Background: an optimization exercise with open tools, aiming at small area. Do not read the settings as production practice. Only simulation tests tie the RTL to the original design; equivalence was not proved. No driver is modelled on the clock port, so clocking that relies on it looks cheaper here than on a real chip. Power and IR drop assume default switching activity.

// VendingMachine_top
module VendingMachine_top(
    input [3:0] BTN,
    input [4:0] SW,
    input clk,
    input rst,
    output [3:0] AN,
    output [6:0] a_to_g,
    output point);
reg [3:0] s0, p;
always @(posedge clk) begin
	if (rst) begin
		s0 <= 4'd0;
		p  <= 4'd0;
	end else begin
		s0 <= BTN;
		p  <= BTN & ~s0;
	end
end
wire wj = p[1] & SW[0];
wire yy = p[2] & SW[0];
wire co = p[3];
wire cc = p[0] & SW[1];
wire ol = p[0] & SW[2];
wire rt = p[0] & SW[3];
wire fill = p[0] & SW[4];
wire iqc = p[1] & SW[1];
wire iqo = p[1] & SW[2];
wire iqr = p[1] & SW[3];
wire rc = rst | co;
reg [2:0] c5;
reg c2;
reg [1:0] sel;
reg [5:0] u;
reg [1:0] sf;
wire e5 = c5[2];                        
wire eu = e5 & c2 & (sel == 2'd0);      
wire [6:0] u1 = {1'b0, u} + 7'd1;
wire uw = u1[6];                        
always @(posedge clk) begin
	if (rc) begin
		c5 <= 3'd0;
		c2 <= 1'b0;
		sel <= 2'd0;
		u <= 6'd44;
		sf <= 2'd0;
	end else begin
		c5 <= {c5[1] & c5[0], c5[1] ^ c5[0], ~c5[0] & ~c5[2]};
		if (e5) begin
			c2 <= ~c2;
			if (!c2)
				sel <= sel + 2'd1;
		end
		if (eu) begin
			u <= {u1[5], u1[4] | uw, u1[3] | uw, u1[2:0]};
			if (uw)
				sf <= sf + 2'd1;
		end
	end
end
reg x;             
reg [3:0] ge, shi, bai;
reg [2:0] nc, no, nr;
wire shi0 = shi == 4'd0;
wire hi   = !shi0 || (bai != 4'd0);
wire ge2  = ge[3] | ge[2] | ge[1];
wire ge3  = ge[3] | ge[2] | (ge[1] & ge[0]);
wire ge4  = ge[3] | ge[2];
wire ge9  = ge[3] & ge[0];
wire shi9 = shi[3] & shi[0];
wire eq3  = !ge[3] & !ge[2] & ge[1] & ge[0];
wire m20  = hi || ge2;     
  ...
For scale: ~460 cells after synthesis, about 23 I/O pins, roughly 3600 um2 of cells after synthesis.
==> flow/config.mk <==
export PLATFORM = sky130hd
export DESIGN_NAME = VendingMachine_top
export DESIGN_NICKNAME = VendingMachine_top
export VERILOG_FILES = /design/flow/design.v
export SDC_FILE = /design/flow/constraint.sdc
export NUM_CORES = 4
export LEC_CHECK = 0
export CAP_MARGIN = 20
export CORE_MARGIN = 2
export CORE_UTILIZATION = 70
export PLACE_DENSITY = 0.8
export SLEW_MARGIN = 20
==> flow/constraint.sdc <==
create_clock -name core_clock -period 10.0 [get_ports {clk}]
set_input_delay 2.0000 -clock core_clock [delete_from_list [all_inputs] [get_ports {clk}]]
set_output_delay 2.0000 -clock core_clock [all_outputs]
set_load 0.01 [all_outputs]
standard.sh (not shown) runs the stock make flow with config.mk's settings and CLKGATE_MAP_FILE= SYNTH_SCRIPT=/design/flow/synth_recipe.tcl, a recipe that flattens the netlist after the stock synthesis.
==> flow/flow/run.sh <==
#!/bin/bash
# Own layout flow: the standard ORFS steps (standard.sh), with
#  - an area-oriented synthesis: the standard synthesis script with Yosys's
#    extract_fa skipped and ABC run as &deepsyn + the area mapper amap for
#    12 seeds (4 at a time), keeping the smallest netlist
#    (flow/my_synth.tcl); registers come out as in the standard synthesis;
#  - minimum-size port buffers (buf_1) instead of clkdlybuf4s50_1;
#  - CTS's clock tree without dummy loads, its leaf buffers then sized
#    down to what keeps the register clock slew at most 105 ps
#    (flow/post_cts.tcl).
# Each step's full output goes to a log file in this folder.
set -euo pipefail
HERE=$(pwd)
export MY_ABC_DIR=$HERE/abc
export MY_ABC_SEEDS="1 2 3 4 5 6 7 8 9 10 11 12"
export MY_ABC_TIME=40
export MY_ABC_PAR=4
mkdir -p "$MY_ABC_DIR"

bash standard.sh SYNTH_SCRIPT=$HERE/flow/my_synth.tcl synth > synth.log 2>&1

export MY_CLK_PORT=clk
export MY_CLK_ROOT_CELL=sky130_fd_sc_hd__clkbuf_8
export MY_CLK_LEAF_CELLS="sky130_fd_sc_hd__clkbuf_2 sky130_fd_sc_hd__clkbuf_4 sky130_fd_sc_hd__clkbuf_8 sky130_fd_sc_hd__clkbuf_16"
export MY_CLK_SLEW_NS=0.105
bash standard.sh \
  BUFFER_PORTS_ARGS="-buffer_cell sky130_fd_sc_hd__buf_1" \
  CTS_ARGS="-buf_list sky130_fd_sc_hd__clkbuf_8 -root_buf sky130_fd_sc_hd__clkbuf_8 -sink_clustering_enable -dont_use_dummy_load" \
  POST_CTS_TCL=$HERE/flow/post_cts.tcl \
  finish > layout.log 2>&1
==> flow/flow/my_synth.tcl <==
# Standard synthesis script (synth_recipe.tcl), with two changes for area:
# Yosys's extract_fa is skipped, and ABC maps with an area script
# (&deepsyn, then the area mapper amap). The ABC runs for several random
# seeds go in parallel on the same extracted logic; the smallest mapped
# netlist is then read back through Yosys's abc pass. Registers are
# untouched (ABC only maps the logic between them).
proc synth {args} { yosys synth -nofsm -noshare {*}$args }
proc extract_fa {args} { puts "own synthesis: extract_fa skipped" }
proc abc {args} {
  set dir $::env(MY_ABC_DIR)
  set i [lsearch -exact $args -script]
  set abcbin [file join [file dirname [info nameofexecutable]] yosys-abc]
  if { ![file executable $abcbin] } { set abcbin yosys-abc }
  yosys design -save pre_abc
  # 1. Let the abc pass write out the logic (input.blif) and its script.
  set f [open $dir/dump.script w]
  puts $f "strash"
  close $f
  lset args [expr {$i + 1}] $dir/dump.script
  file mkdir $dir/dump
  set old [pwd]
  cd $dir/dump
  yosys abc -nocleanup {*}$args
  cd $old
  set tmp [lindex [glob -directory $dir/dump -type d _tmp_yosys-abc-*] 0]
  set hdr {}
  set f [open $tmp/abc.script r]
  foreach line [split [read $f] "\n"] {
    if { [regexp {^(read_lib|read_constr) } $line] } { lappend hdr $line }
  }
  close $f
  yosys design -load pre_abc
  # 2. Map with each seed, in parallel batches.
  set jobs {}
  foreach seed $::env(MY_ABC_SEEDS) {
    set f [open $dir/seed$seed.script w]
    puts $f "read_blif $tmp/input.blif"
    foreach line $hdr { puts $f $line }
    puts $f "strash\n&get -n\n&st\n&deepsyn -T $::env(MY_ABC_TIME) -S $seed\n&dch -f\n&put\namap -F 4 -A 16\ntopo\nwrite_blif $dir/seed$seed.blif\nstime"
    close $f
    lappend jobs "$abcbin -f $dir/seed$seed.script > $dir/seed$seed.log 2>&1"
  }
  set par $::env(MY_ABC_PAR)
  for { set k 0 } { $k < [llength $jobs] } { incr k $par } {
    set batch [lrange $jobs $k [expr {$k + $par - 1}]]
    exec sh -c "[join $batch { & }] & wait"
  }
  # 3. Keep the smallest.
  set best 1e18
  set bestseed -1
  foreach seed $::env(MY_ABC_SEEDS) {
    set f [open $dir/seed$seed.log r]
    set log [read $f]
    close $f
    if { [regexp {Area =\s*([0-9.]+)} [regsub -all {\x1b\[[0-9;]*m} $log ""] -> area] && [file exists $dir/seed$seed.blif] } {
      puts "own synthesis: seed $seed area $area"
      if { $area < $best } {
        set best $area
        set bestseed $seed
      }
    }
  }
  if { $bestseed < 0 } { error "own synthesis: no ABC run finished" }
  puts "own synthesis: kept seed $bestseed (logic area $best)"
  # 4. Read the chosen netlist back through the abc pass.
  set f [open $dir/final.script w]
  puts $f "read_blif $dir/seed$bestseed.blif"
  close $f
  lset args [expr {$i + 1}] $dir/final.script
  yosys abc {*}$args
}
source $::env(SCRIPTS_DIR)/synth.tcl
# left out here: clear keep_hierarchy, flatten, clean up, hide names made inside functions, write 1_2_yosys.v
Other scripts of this flow, unchanged in this note and not shown: flow/flow/post_cts.tcl
==> next run, changes <==
--- a/flow/flow/my_synth.tcl
+++ b/flow/flow/my_synth.tcl
@@ -38,3 +38,3 @@
     foreach line $hdr { puts $f $line }
-    puts $f "strash\n&get -n\n&st\n&deepsyn -T $::env(MY_ABC_TIME) -S $seed\n&dch -f\n&put\namap -F 4 -A 16\ntopo\nwrite_blif $dir/seed$seed.blif\nstime"
+    puts $f "strash\n&get -n\n&st\n&deepsyn -T $::env(MY_ABC_TIME) -S $seed\n&dch -f\n&put\namap -F 4\ntopo\nwrite_blif $dir/seed$seed.blif\nstime"
     close $f
Settings changed: CORE_UTILIZATION 70 to 78, PLACE_DENSITY 0.8 to 0.86.
Clock power is about the same.
Wire length rose by roughly a tenth.
Design area fell slightly.
Synthesized cell count rose slightly.
Final cell count fell by a few percent.
Sequential share of layout area rose by 0.20 points.
Via count rose by a few percent.
Clock skew rose by 4.3 ps.
==> next run, changes <==
Settings changed: CORE_UTILIZATION 78 to 60, PLACE_DENSITY 0.86 to 0.7.
Effect:
- The new run ran to the end with no violations
- fmax went up by a few percent
- utilization shrinks by 21 points
- wire length went down by roughly a tenth
- global-route usage is lower by 12 points
- worst setup slack gains 230 ps
- synthesized cell count stays the same
- first-iteration DRC count fell by well over a third
- clock skew shrinks by 4.3 ps
- power came out lower by a few percent


Starting RTL as in the previous note.
==> flow/design.v (excerpt) <==
module VendingMachine_top(
    input [3:0] BTN,
    input [4:0] SW,
    input clk,
    input rst,
    output [3:0] AN,
    output [6:0] a_to_g,
    output point);
reg [3:0] s0, p;
always @(posedge clk) begin
	if (rst) begin
		s0 <= 4'd0;
		p  <= 4'd0;
	end else begin
		s0 <= BTN;
		p  <= BTN & ~s0;
	end
end
wire wj = p[1] & SW[0];
wire yy = p[2] & SW[0];
wire co = p[3];
wire cc = p[0] & SW[1];
wire ol = p[0] & SW[2];
wire rt = p[0] & SW[3];
wire fill = p[0] & SW[4];
wire iqc = p[1] & SW[1];
wire iqo = p[1] & SW[2];
wire iqr = p[1] & SW[3];
wire rc = rst | co;
reg [2:0] c5;
reg c2;
reg [1:0] sel;
reg [5:0] u;
reg [1:0] sf;
wire e5 = c5[2];                        
wire eu = e5 & c2 & (sel == 2'd0);      
wire [6:0] u1 = {1'b0, u} + 7'd1;
wire uw = u1[6];                        
always @(posedge clk) begin
	if (rc) begin
		c5 <= 3'd0;
		c2 <= 1'b0;
		sel <= 2'd0;
		u <= 6'd44;
		sf <= 2'd0;
	end else begin
		c5 <= {c5[1] & c5[0], c5[1] ^ c5[0], ~c5[0] & ~c5[2]};
		if (e5) begin
			c2 <= ~c2;
			if (!c2)
				sel <= sel + 2'd1;
		end
		if (eu) begin
			u <= {u1[5], u1[4] | uw, u1[3] | uw, u1[2:0]};
			if (uw)
				sf <= sf + 2'd1;
		end
	end
end
reg x;             
reg [3:0] ge, shi, bai;
reg [2:0] nc, no, nr;
wire shi0 = shi == 4'd0;
wire hi   = !shi0 || (bai != 4'd0);
wire ge2  = ge[3] | ge[2] | ge[1];
wire ge3  = ge[3] | ge[2] | (ge[1] & ge[0]);
wire ge4  = ge[3] | ge[2];
wire ge9  = ge[3] & ge[0];
wire shi9 = shi[3] & shi[0];
wire eq3  = !ge[3] & !ge[2] & ge[1] & ge[0];
wire m20  = hi || ge2;     
wire m30  = hi || ge3;     
wire m35  = hi || ge4;     
wire hc   = nc != 3'd0;
wire ho   = no != 3'd0;
wire hr   = nr != 3'd0;
  ...
Settings: LEC_CHECK=0, CAP_MARGIN=20, CORE_MARGIN=2, CORE_UTILIZATION=70, PLACE_DENSITY=0.8, SLEW_MARGIN=20; clock period 10.0 ns.
==> flow/flow/run.sh <==
#!/bin/bash
# Own layout flow: the standard ORFS steps (standard.sh), with
#  - an area-oriented synthesis: the standard synthesis script with Yosys's
#    extract_fa skipped and ABC run as &deepsyn + the area mapper amap for
#    several seeds, keeping the smallest netlist (flow/my_synth.tcl);
#    registers come out as in the standard synthesis;
#  - minimum-size port buffers (buf_1) instead of clkdlybuf4s50_1;
#  - CTS's clock tree without dummy loads, its leaf buffers then sized
#    down to what keeps the register clock slew at most 105 ps
#    (flow/post_cts.tcl).
# Each step's full output goes to a log file in this folder.
set -euo pipefail
HERE=$(pwd)
export MY_ABC_DIR=$HERE/abc
export MY_ABC_SEEDS="1 2 3 4 5 6 7 8"
export MY_ABC_TIME=20
mkdir -p "$MY_ABC_DIR"

bash standard.sh SYNTH_SCRIPT=$HERE/flow/my_synth.tcl synth > synth.log 2>&1

export MY_CLK_PORT=clk
export MY_CLK_ROOT_CELL=sky130_fd_sc_hd__clkbuf_8
export MY_CLK_LEAF_CELLS="sky130_fd_sc_hd__clkbuf_2 sky130_fd_sc_hd__clkbuf_4 sky130_fd_sc_hd__clkbuf_8 sky130_fd_sc_hd__clkbuf_16"
export MY_CLK_SLEW_NS=0.105
bash standard.sh \
  BUFFER_PORTS_ARGS="-buffer_cell sky130_fd_sc_hd__buf_1" \
  CTS_ARGS="-buf_list sky130_fd_sc_hd__clkbuf_8 -root_buf sky130_fd_sc_hd__clkbuf_8 -sink_clustering_enable -dont_use_dummy_load" \
  POST_CTS_TCL=$HERE/flow/post_cts.tcl \
  finish > layout.log 2>&1
==> flow/flow/my_synth.tcl <==
# Standard synthesis script (synth_recipe.tcl), with two changes for area:
# Yosys's extract_fa is skipped, and ABC maps with an area script
# (&deepsyn, then the area mapper amap) run for several random seeds, keeping
# the smallest result. Registers are untouched (ABC only maps logic).
proc synth {args} { yosys synth -nofsm -noshare {*}$args }
proc extract_fa {args} { puts "own synthesis: extract_fa skipped" }
proc abc {args} {
  set i [lsearch -exact $args -script]
  set lib [lindex $args [expr {[lsearch -exact $args -liberty] + 1}]]
  yosys design -save pre_abc
  set best 1e18
  set bestseed -1
  foreach seed $::env(MY_ABC_SEEDS) {
    yosys design -load pre_abc
    set path $::env(MY_ABC_DIR)/abc_seed$seed.script
    set f [open $path w]
    puts $f "strash\n&get -n\n&st\n&deepsyn -T $::env(MY_ABC_TIME) -S $seed\n&dch -f\n&put\namap\ntopo\nstime -c"
    close $f
    lset args [expr {$i + 1}] $path
    yosys abc {*}$args
    set s [tee -q -s result.string stat -liberty $lib]
    regexp {Chip area for module[^:]*: ([0-9.]+)} $s -> area
    puts "own synthesis: seed $seed area $area"
    if { $area < $best } {
      set best $area
      set bestseed $seed
      yosys design -save best_abc
    }
  }
  yosys design -load best_abc
  puts "own synthesis: kept seed $bestseed area $best"
}
source $::env(SCRIPTS_DIR)/synth.tcl
# left out here: clear keep_hierarchy, flatten, clean up, hide names made inside functions, write 1_2_yosys.v
Other scripts of this flow, unchanged in this note and not shown: flow/flow/post_cts.tcl
The first run completed with no timing, DRC or antenna violations.
Change:
--- a/flow/flow/run.sh
+++ b/flow/flow/run.sh
@@ -16 +16 @@
-export MY_ABC_TIME=20
+export MY_ABC_TIME=30
--- a/flow/flow/my_synth.tcl
+++ b/flow/flow/my_synth.tcl
@@ -17 +17 @@
-    puts $f "strash\n&get -n\n&st\n&deepsyn -T $::env(MY_ABC_TIME) -S $seed\n&dch -f\n&put\namap\ntopo\nstime -c"
+    puts $f "strash\n&get -n\n&st\n&deepsyn -T $::env(MY_ABC_TIME) -S $seed\n&dch -f\n&put\namap -F 4\ntopo\nstime -c"
The changed run ran to the end with no violations.
Power rose slightly.
Clock power is about the same.
Worst hold slack gets better by 0.033 ns.
Via count hardly moves.
Worst setup slack gets better by 0.54 ns.
Synthesized cell count falls slightly.


== old ==
The RTL this note starts from:
==> flow/design.v <==
`timescale 1ns / 1ps
module VendingMachine_top(
    input [3:0] BTN,
    input [4:0] SW,
    input clk,
    input rst,
    output [3:0] AN,
    output [6:0] a_to_g,
    output point);
reg [3:0] s0, p;
always @(posedge clk) begin
	if (rst) begin
		s0 <= 4'd0;
		p  <= 4'd0;
	end else begin
		s0 <= BTN;
		p  <= BTN & ~s0;
	end
end
wire wj = p[1] & SW[0];
wire yy = p[2] & SW[0];
wire co = p[3];
wire cc = p[0] & SW[1];
wire ol = p[0] & SW[2];
wire rt = p[0] & SW[3];
wire fill = p[0] & SW[4];
wire iqc = p[1] & SW[1];
wire iqo = p[1] & SW[2];
wire iqr = p[1] & SW[3];
wire rc = rst | co;
reg [2:0] c5;
reg c2;
reg [1:0] sel;
reg [5:0] u;
reg [1:0] sf;
wire e5 = c5[2];                        
wire eu = e5 & c2 & (sel == 2'd0);      
wire [6:0] u1 = {1'b0, u} + 7'd1;
wire uw = u1[6];                        
always @(posedge clk) begin
	if (rc) begin
		c5 <= 3'd0;
		c2 <= 1'b0;
		sel <= 2'd0;
		u <= 6'd44;
		sf <= 2'd0;
	end else begin
		c5 <= {c5[1] & c5[0], c5[1] ^ c5[0], ~c5[0] & ~c5[2]};
		if (e5) begin
			c2 <= ~c2;
			if (!c2)
				sel <= sel + 2'd1;
		end
		if (eu) begin
			u <= {u1[5], u1[4] | uw, u1[3] | uw, u1[2:0]};
			if (uw)
				sf <= sf + 2'd1;
		end
	end
end
reg x;             
reg [3:0] ge, shi, bai;
reg [2:0] nc, no, nr;
wire shi0 = shi == 4'd0;
wire hi   = !shi0 || (bai != 4'd0);
wire ge2  = ge[3] | ge[2] | ge[1];
wire ge3  = ge[3] | ge[2] | (ge[1] & ge[0]);
wire ge4  = ge[3] | ge[2];
wire ge9  = ge[3] & ge[0];
wire shi9 = shi[3] & shi[0];
wire eq3  = !ge[3] & !ge[2] & ge[1] & ge[0];
wire m20  = hi || ge2;     
wire m30  = hi || ge3;     
wire m35  = hi || ge4;     
wire hc   = nc != 3'd0;
wire ho   = no != 3'd0;
wire hr   = nr != 3'd0;
wire okc  = m20 && hc;
wire oko  = m30 && ho;
wire okr  = m35 && hr;
wire inc  = yy || (x && wj);
wire dec_shi = cc ? (hi && hc && !ge2) :
               ol ? (hi && ho && !ge3) :
               rt ? (hi && hr && (!ge3 || (eq3 && !x))) : 1'b0;
always @(posedge clk) begin
	if (rc)
		x <= 1'b0;
	else if (wj)
		x <= ~x;
	else if (rt && okr)
		x <= ~x || !ge3;
end
wire [1:0] dsel = cc ? 2'd0 : ol ? 2'd1 : (x && ge3) ? 2'd1 : 2'd2;
wire [3:0] damt = {1'b0, dsel == 2'd2, dsel != 2'd2, dsel == 2'd1};
wire [4:0] gsub = {1'b0, ge} - {1'b0, damt};
wire [3:0] gdec = gsub[4] ? gsub[3:0] + 4'd10 : gsub[3:0];
wire gdo = cc ? okc : ol ? oko : rt ? m35 : 1'b0;
always @(posedge clk) begin
	if (rc)
		ge <= 4'd0;
	else if (inc)
		ge <= ge9 ? 4'd0 : ge + 4'd1;
	else if (gdo)
		ge <= gdec;
end
always @(posedge clk) begin
	if (rc)
		shi <= 4'd0;
	else if (inc && ge9)
		shi <= shi9 ? 4'd0 : shi + 4'd1;
	else if (dec_shi)
		shi <= shi0 ? 4'd9 : shi - 4'd1;
end
always @(posedge clk) begin
	if (rc)
		bai <= 4'd0;
	else if (inc && ge9 && shi9)
		bai <= bai + 4'd1;
	else if (dec_shi && shi0)
		bai <= bai - 4'd1;
end
always @(posedge clk) begin
	if (rst || fill) begin
		nc <= 3'd5;
		no <= 3'd5;
		nr <= 3'd5;
	end else begin
		if (cc && okc) nc <= nc - 3'd1;
		if (ol && oko) no <= no - 3'd1;
		if (rt && okr) nr <= nr - 3'd1;
	end
end
localparam [13:0] TSTART = 14'h1d8a;
reg [13:0] t1, t2, t3;
wire z1 = t1[12:0] == 13'd0;
wire z2 = t2[12:0] == 13'd0;
wire z3 = t3[12:0] == 13'd0;
wire a1 = !z1 || t1[13];
wire a2 = !z2 || t2[13];
wire a3 = !z3 || t3[13];
wire ld1 = (cc && !hc) || (ol && !ho) || (rt && !hr);
wire ld2 = (cc && !m20) || (ol && !m30) || (rt && !m35);
wire ld3 = iqc || iqo || iqr;
always @(posedge clk) begin
	if (rst) t1 <= 14'd0;
	else if (ld1) t1 <= TSTART;
	else t1 <= {t1[12:0], (t1[13] ^ t1[0]) & !z1};
end
always @(posedge clk) begin
	if (rst) t2 <= 14'd0;
	else if (ld2) t2 <= TSTART;
	else t2 <= {t2[12:0], (t2[13] ^ t2[0]) & !z2};
end
always @(posedge clk) begin
	if (rst) t3 <= 14'd0;
	else if (ld3) t3 <= TSTART;
	else t3 <= {t3[12:0], (t3[13] ^ t3[0]) & !z3};
end
wire le20 = !hi && !ge3;                 
wire le30 = !hi && !ge4;                 
reg [1:0] mf, mi;
always @(posedge clk) begin
	if (cc && le20) mf <= 2'd1;
	else if (a2 && mf == 2'd1) mf <= 2'd1;
	else if (ol && le30) mf <= 2'd2;
	else if (a2 && mf == 2'd2) mf <= 2'd2;
	else if (rt && le30) mf <= 2'd3;
	else if (a2) mf <= mf;
	else mf <= 2'd3;
end
always @(posedge clk) begin
	if (iqc) mi <= 2'd1;
	else if (a3 && mi == 2'd1) mi <= 2'd1;
	else if (iqo) mi <= 2'd2;
	else if (a3 && mi == 2'd2) mi <= 2'd2;
	else if (iqr) mi <= 2'd3;
	else if (a3) mi <= mi;
	else mi <= 2'd3;
end
assign point = ~(sel == 2'd1);
assign AN = a2 ? {2'b11, sf != 2'd1, sf != 2'd0} : ~(4'd1 << sel);
reg [3:0] num;
always @(*) begin
	if (a1)
		num = 4'hf;
	else if (a2) begin
		if (sf == 2'd1) num = (mf == 2'd1) ? 4'd2 : 4'd3;
		else if (sf == 2'd0 && mf == 2'd3) num = 4'd5;
		else num = 4'd0;
	end else if (a3) begin
		if (sel == 2'd1) num = {1'b0, mi[1] ? (mi[0] ? nr : no) : nc};
		else num = 4'd0;
	end else
		case (sel)
		2'd0: num = {1'b0, x, 1'b0, x};
		2'd1: num = ge;
		2'd2: num = shi;
		default: num = bai;
		endcase
end
reg [6:0] seg;
always @(*)
	case (num)
	4'h0: seg = 7'b0000001;
	4'h1: seg = 7'b1001111;
	4'h2: seg = 7'b0010010;
	4'h3: seg = 7'b0000110;
	4'h4: seg = 7'b1001100;
	4'h5: seg = 7'b0100100;
	4'h6: seg = 7'b0100000;
	4'h7: seg = 7'b0001111;
	4'h8: seg = 7'b0000000;
	4'h9: seg = 7'b0000100;
	4'hA: seg = 7'b0001000;
	4'hB: seg = 7'b1100000;
	4'hC: seg = 7'b0110001;
	4'hD: seg = 7'b1000010;
	4'hE: seg = 7'b0110000;
	default: seg = 7'b0111000;
	endcase
assign a_to_g = seg;
endmodule
export LEC_CHECK = 0
export CAP_MARGIN = 20
export CORE_MARGIN = 2
export CORE_UTILIZATION = 70
export GPL_TIMING_DRIVEN = 0
export PLACE_DENSITY = 0.8
export SLEW_MARGIN = 20
create_clock -name core_clock -period 10.0 [get_ports {clk}]
==> flow/flow/run.sh <==
#!/bin/bash
# Own layout flow: the standard ORFS steps (standard.sh), with
#  - an area-oriented synthesis: the standard synthesis script with Yosys's
#    extract_fa skipped and ABC run as &deepsyn + the area mapper amap for
#    12 seeds (4 at a time), keeping the smallest netlist
#    (flow/my_synth.tcl); registers come out as in the standard synthesis;
#  - minimum-size port buffers (buf_1) instead of clkdlybuf4s50_1;
#  - CTS's clock tree without dummy loads, with a clkbuf_4 root; its leaf
#    buffers are then sized
#    down to what keeps the register clock slew at most 105 ps
#    (flow/post_cts.tcl).
# Each step's full output goes to a log file in this folder.
set -euo pipefail
HERE=$(pwd)
export MY_ABC_DIR=$HERE/abc
export MY_ABC_SEEDS="1 2 3 4 5 6 7 8 9 10 11 12"
export MY_ABC_TIME=40
export MY_ABC_PAR=4
mkdir -p "$MY_ABC_DIR"

bash standard.sh SYNTH_SCRIPT=$HERE/flow/my_synth.tcl synth > synth.log 2>&1

export MY_CLK_PORT=clk
export MY_CLK_ROOT_CELL=sky130_fd_sc_hd__clkbuf_4
export MY_CLK_LEAF_CELLS="sky130_fd_sc_hd__clkbuf_2 sky130_fd_sc_hd__clkbuf_4 sky130_fd_sc_hd__clkbuf_8 sky130_fd_sc_hd__clkbuf_16"
export MY_CLK_SLEW_NS=0.105
bash standard.sh \
  BUFFER_PORTS_ARGS="-buffer_cell sky130_fd_sc_hd__buf_1" \
  CTS_ARGS="-buf_list sky130_fd_sc_hd__clkbuf_8 -root_buf sky130_fd_sc_hd__clkbuf_8 -sink_clustering_enable -dont_use_dummy_load" \
  POST_CTS_TCL=$HERE/flow/post_cts.tcl \
  finish > layout.log 2>&1
Other scripts of this flow, unchanged in this note and not shown: flow/flow/my_synth.tcl, flow/flow/post_cts.tcl
old: full flow OK, the timing, design-rule and antenna checks passed
Here is what was changed in the inputs of new compared with old.
Settings: a deleted GPL_TIMING_DRIVEN that had been 0.
Findings:
new and old ended up with roughly the same reported sequential group power.
new vs old on hold slack: new is the higher one.
Looking at old and new, the antenna diode count is a wash.
Of old and new, the higher combinational power share belongs to new.
Against old as the reference, new delivers a higher net load switching power.
Final critical-path required period: new vs old up 0.0069 ns

## re-timing with driven ports
The results above use ideal ports. As a check the final layouts listed here were re-extracted and re-timed, cells and wires unchanged. Step 1, drivers: a clkbuf_16 drives clk and a buf_2 each remaining input, both assumed. Step 2 also shifts input and output timing later by t, the mid clock arrival at the registers, as if the neighbouring blocks saw the same clock. Slacks: ideal ports / drivers / drivers and shift; pairs: ideal ports / drivers.
| run | t (ns) | setup slack, ns | pins driven straight from the clock port |
|---|---|---|---|
| the first run of note 1 | 0.379 | 3.935 / 3.904 / 4.283 | 1 |
| the second run of note 1 | 0.376 | 3.754 / 3.726 / 4.101 | 1 |
| the third run of note 1 | 0.363 | 3.985 / 3.956 / 4.319 | 1 |
| the first run of note 2 | 0.379 | 3.315 / 3.284 / 3.663 | 1 |
| the second run of note 2 | 0.374 | 3.853 / 3.824 / 4.198 | 1 |
| old | 0.456 | 3.840 / 3.812 / 4.268 | 1 |
| new | 0.451 | 3.833 / 3.804 / 4.255 | 1 |
After both steps setup and hold are still met in every run listed.
